Source: an optimization exercise on an open RTL-to-GDS flow (aim: small area and a short achievable clock period). Production flows keep margins and buffers that such runs may drop. In this exercise RTL edits were held to simulation tests only and were not proved equivalent to the original. Power is estimated from default activity; no workload was simulated.

==> design.v <==
`timescale 1ns / 1ps
module fir_filter
#(
    parameter NUM_ELEMENTS = 7
)
(
    input clk,
    input rst,
    input [ 7 : 0 ] weight_data,
    input [ 2 : 0 ] weight_idx,
    input weight_valid,
    output weight_ready,
    input [ 7 : 0 ] input_data,
    input input_valid,
    output input_ready,
    output [ 15 : 0 ] output_data,
    input output_ready,
    output output_valid
);
    assign weight_ready = 1;
    assign input_ready = 1;
    assign output_valid = 1;
    reg [7:0] weights [NUM_ELEMENTS-1:0];
    reg [7:0] values [NUM_ELEMENTS-1:0];
    integer i;
    always@(posedge clk)begin
        if (rst)begin
            for (i = 0; i< NUM_ELEMENTS; i = i+1)
                weights[i] = 0;
        end else if (weight_valid)
            weights[weight_idx] = weight_data;
        for (i = NUM_ELEMENTS-1; i> 0; i=i-1)begin
            values[i] <= rst?0:values[i-1];
        end
        values[0] <= rst?0:input_data;
    end
    wire [15:0] intermediate_sums [NUM_ELEMENTS-1:0];
    assign output_data = intermediate_sums[NUM_ELEMENTS-1];  
    generate
        genvar j;
        for (j = 0; j<NUM_ELEMENTS; j=j+1)begin:summation
            assign intermediate_sums[j] = (j?intermediate_sums[j-1]:0) + values[j]*weights[j];
        end
    endgenerate
endmodule
==> run.sh <==
#!/bin/bash
# synth_recipe.tcl (not shown) runs the flow's synth.tcl, then flattens the netlist and writes it again
# the make line also repeats each setting of config.mk as NAME=value (left out here)
make -C /OpenROAD-flow-scripts/flow DESIGN_CONFIG=/design/flow/config.mk WORK_HOME=/design/flow/orfs CLKGATE_MAP_FILE= SYNTH_SCRIPT=/design/flow/synth_recipe.tcl finish
==> config.mk <==
export PLATFORM = sky130hd
export DESIGN_NAME = fir_filter
export DESIGN_NICKNAME = fir_filter
export VERILOG_FILES = /design/flow/design.v
export SDC_FILE = /design/flow/constraint.sdc
export NUM_CORES = 4
export LEC_CHECK = 0
export CAP_MARGIN = 20
export CORE_MARGIN = 2
export CORE_UTILIZATION = 40
export SLEW_MARGIN = 20
==> constraint.sdc <==
create_clock -name core_clock -period 13.0 [get_ports {clk}]
set_input_delay 2.6000 -clock core_clock [delete_from_list [all_inputs] [get_ports {clk}]]
set_output_delay 2.6000 -clock core_clock [all_outputs]
set_load 0.01 [all_outputs]
==> summary.txt <==
## cell families after synthesis
family	share of synthesized area, %
adders and majority gates	55.2
buffers and inverters	10.6
xor gates and xnor gates	1.45
AOI/OAI and AO/OA	1.04
and+or+nand+nor	16.7
muxes	0.428
DFF	14.6
other	0.0200
## metal layers
layer,up-vias,wire (um)
li1,5446,-
met1,6090,19200
met2,158,22200
met3,42,1180
met4,0,1460
met5,-,0
## worst paths after layout
| path | start | end | cells after the start |
|---|---|---|---|
| min | values[1][4]$_SDFF_PP0_ | values[2][4]$_SDFF_PP0_ | 1 |
| max | values[0][5]$_SDFF_PP0_ | output_data[15] | 26 |
| min reg2reg | values[1][4]$_SDFF_PP0_ | values[2][4]$_SDFF_PP0_ | 1 |
| max reg2reg | values[0][5]$_SDFF_PP0_ | values[1][5]$_SDFF_PP0_ | 1 |
## flip-flops by register name, summed over array words and instances (netlist names)
register and count:
weights 56, values 56
## cell usage in the layout (no fill, tap or decap), drive strengths merged, types with 10 or more instances in the layout
master and count:
dfxtp 64, and2 302, ha 183, nor2 42
xnor2 28, clkdlybuf4s50 36, fa 401, clkbuf 10
edfxtp 48, a21oi 11, inv 505, nor2b 61
nand2 168
## power breakdown
part	switching [mW]	internal [mW]	total (mW)
Sequential	0.0389	0.381	0.420
Combinational	0.527	0.509	1.04
Clock	0.157	0.154	0.311
Total	0.723	1.04	1.77
## final cells by class
type                    instances  area, um2  area share [%]
multi-input cells            1238      14000            69.8
flip-flops and latches        112       2720            13.6
inverters                     503       1890            9.42
well taps                     607        759            3.79
repair buffers                 38        373            1.86
clock buffers                  10        229            1.14
clock inverters                 6       76.3           0.381
## stage by stage
stage	util, %	hold WS, ns	cells	worst slack, ns
3_5_place_dp	42.6	0.602	2498	2.64
4_1_cts	43.2	0.614	2514	2.26
6_report	43.2	0.608	2514	2.29
3_3_place_gp	42.6	0.601	2498	2.72
5_1_grt	43.2	0.636	2514	1.88
2_1_floorplan	-	0.500	1877	3.72
==> impl_summary.txt <==
----------------------------------------------------
[Timing]
  Unrepaired setup endpoints after global routing ... false
  Actual transition at the worst max-transition pin ... 0.916 ns
  Total negative slack for setup checks ... 0 ns
  Final Max Slew Viols ... 0
  Clock skew ... slightly below 0.01 ns
  Final min period ... 10.71 ns
  Achievable Freq ... 93.4 MHz
  Final Setup Violations ... 0
  Final count of hold timing violations ... 0
  Final clock period utilization by the worst path ... between 80% and 90%
  Max-Slew Margin vs Limit ... approximately 39%

[Clocking]
  Post-CTS setup buffers ... 0
  TritonCTS clock tree ... done
  Clk root buf ... sky130_fd_sc_hd__clkbuf_16
  CTS buffer count ... 9
  CTS H-tree depth ... 3
  Clock slew seen by the registers of the worst setup and hold paths ... ~0.090 ns
  Quantity of gates resized following cts ... 0
  Maximum buffer depth of the clock tree ... 2
  Clock latency on the worst-skew pair ... 0.38 ns
  Number of sinks handled by clock tree synthesis ... 112
  Hold-fix buffer count after cts ... 0

[Floorplan]
  Area enclosed by the die boundary ... slightly below 0.05 mm2
  Starting density of the core ... 40.4%
  Core outline area ... about 0.046 mm2
  Width of the chip ... 220 um
  Number of placement rows ... between 70 and 80
  Die outline height ... ~220 um
  Number of primary I/O pins ... 43

[Power]
  Total power divided by cell area ... approximately 88 mW/mm2
  Maximum resistive drop on vdd ... 0.000374 V
  Leakage power total ... ~10 nW
  PnR Total Power ... 1.77 mW

[Outcome]
  Outcome ... timing/DRC/antenna clean

[GRT]
  Vias in the first global route ... 12,900
  GR met2 Demand/Resource ... 35.0%
  Overflow left after global routing ... 0
  Grt peak-use layer ... met2
  Met1 Track Usage GR ... about a quarter
  Met3 layer usage reported by global route ... 1.65%
  First-pass GRT wire length ... roughly 73 mm
  Combined global-route utilization of all metal layers ... 20.0%
  Antenna violations before repair ... 0
  Pin count of the biggest net entering global routing ... 72

[Final layout]
  Post-synthesis to final-layout area growth ... 7.17%
  Share of cells above drive strength 1 ... 1.15%
  Final net count ... 2,510
  Total inserted antenna cells ... 0
  Total of fill cells in the finished design ... 4,533
  Area of all placed cells without fillers ... 0.0200 mm2

[Yosys]
  Synth top area share ... between 40% and 50%
  Share of the yosys chip area belonging to registers ... about 15%
  Number of flops mapped to enable cells by yosys ... 48
  Number of distinct library cells after synthesis ... 32
  Number of instances in the synthesized netlist ... 1,875
  Syn_area_per_cell ... 9.98 um2
  Most frequent cell after synthesis ... sky130_fd_sc_hd__inv_1
  Most area-consuming cells after synthesis ... sky130_fd_sc_hd__fa_1, sky130_fd_sc_hd__ha_1, sky130_fd_sc_hd__and2_1, sky130_fd_sc_hd__inv_1, sky130_fd_sc_hd__edfxtp_1
  Most numerous cell types in the synthesized netlist ... sky130_fd_sc_hd__inv_1, sky130_fd_sc_hd__fa_1, sky130_fd_sc_hd__and2_1
  Area of the mapped netlist ... 0.0187 mm2
  Number of warnings reported in the yosys synthesis log ... 2
  Register bit total from synthesis ... 112
  Dominant register cell in the synthesized netlist ... sky130_fd_sc_hd__dfxtp_1
  Cell type with the highest aggregate area in the netlist ... sky130_fd_sc_hd__fa_1
  Post-synth ARST share ... 0%

[Critical path]
  Type of the worst setup path ... reg -> out
  Largest stage delay on the critical path ... ~0.70 ns
  Worst path slowest cell ... sky130_fd_sc_hd__dfxtp_1
  WP buf/inv ... 8
  Signal arrival time at the worst endpoint ... about 8.1 ns
  Maximum net fanout on the critical path ... 9
  Cell with the most instances on the worst path ... sky130_fd_sc_hd__fa_1
  Required arrival time at the worst endpoint ... 10.40 ns
  Startpoint kind of the worst setup timing path ... flop
  Dominant delay contributor by cell family on the critical path ... adder cells
  Element type at the critical path end ... primary output
  Reg2Reg Setup Slack ... 11.67 ns

[Route]
  TritonRoute pass-1 iters ... 5
  Wire per inst ... 17.5 um
  Number of vias per cell ... 4.67
  Remaining number of nets flagged by the antenna check after routing ... 0
  Total via count in the routed design ... 11,700
  Initial drt markers ... 608
  # DRC ... 0
  Routed WL ... ~44 mm

[Placed design]
  Placement Cell Area ... 0.0197 mm2
  Final estimated routing congestion in global placement ... 0.853
  IO Port Bufs ... 37
  Half-perimeter wire length of the detailed placement result ... roughly 38 mm

[Job]
  # Max-Cap Violations ... 0

[Hold path]
  Min-Delay Path Class ... reg -> reg

----------------------------------------------------

-- port drivers added, routing unchanged --
Ports are ideal in the flow. The routed layout listed here was re-timed in OpenROAD. Step 1: set_driving_cell puts a clkbuf_16 on clk and a buf_2 on each other input, an assumption about the parent block. Step 2 also shifts input and output timing later by t, the mid clock arrival at the registers, as if the neighbouring blocks saw the same clock. a / b / c = ideal ports / drivers / drivers and shift; a / b = the first two.
t (ns): 0.431
setup WS [ns]: 2.291 / 2.232 / 2.663
worst setup path after step 2: register to output
clock arrival spread, ns: 0.014 / 0.015
cell pins on the clock port's net: 1
After both steps setup and hold are still met in this run. The setup slack of this run moves by -0.059 ns with the drivers and by +0.372 ns with both steps.
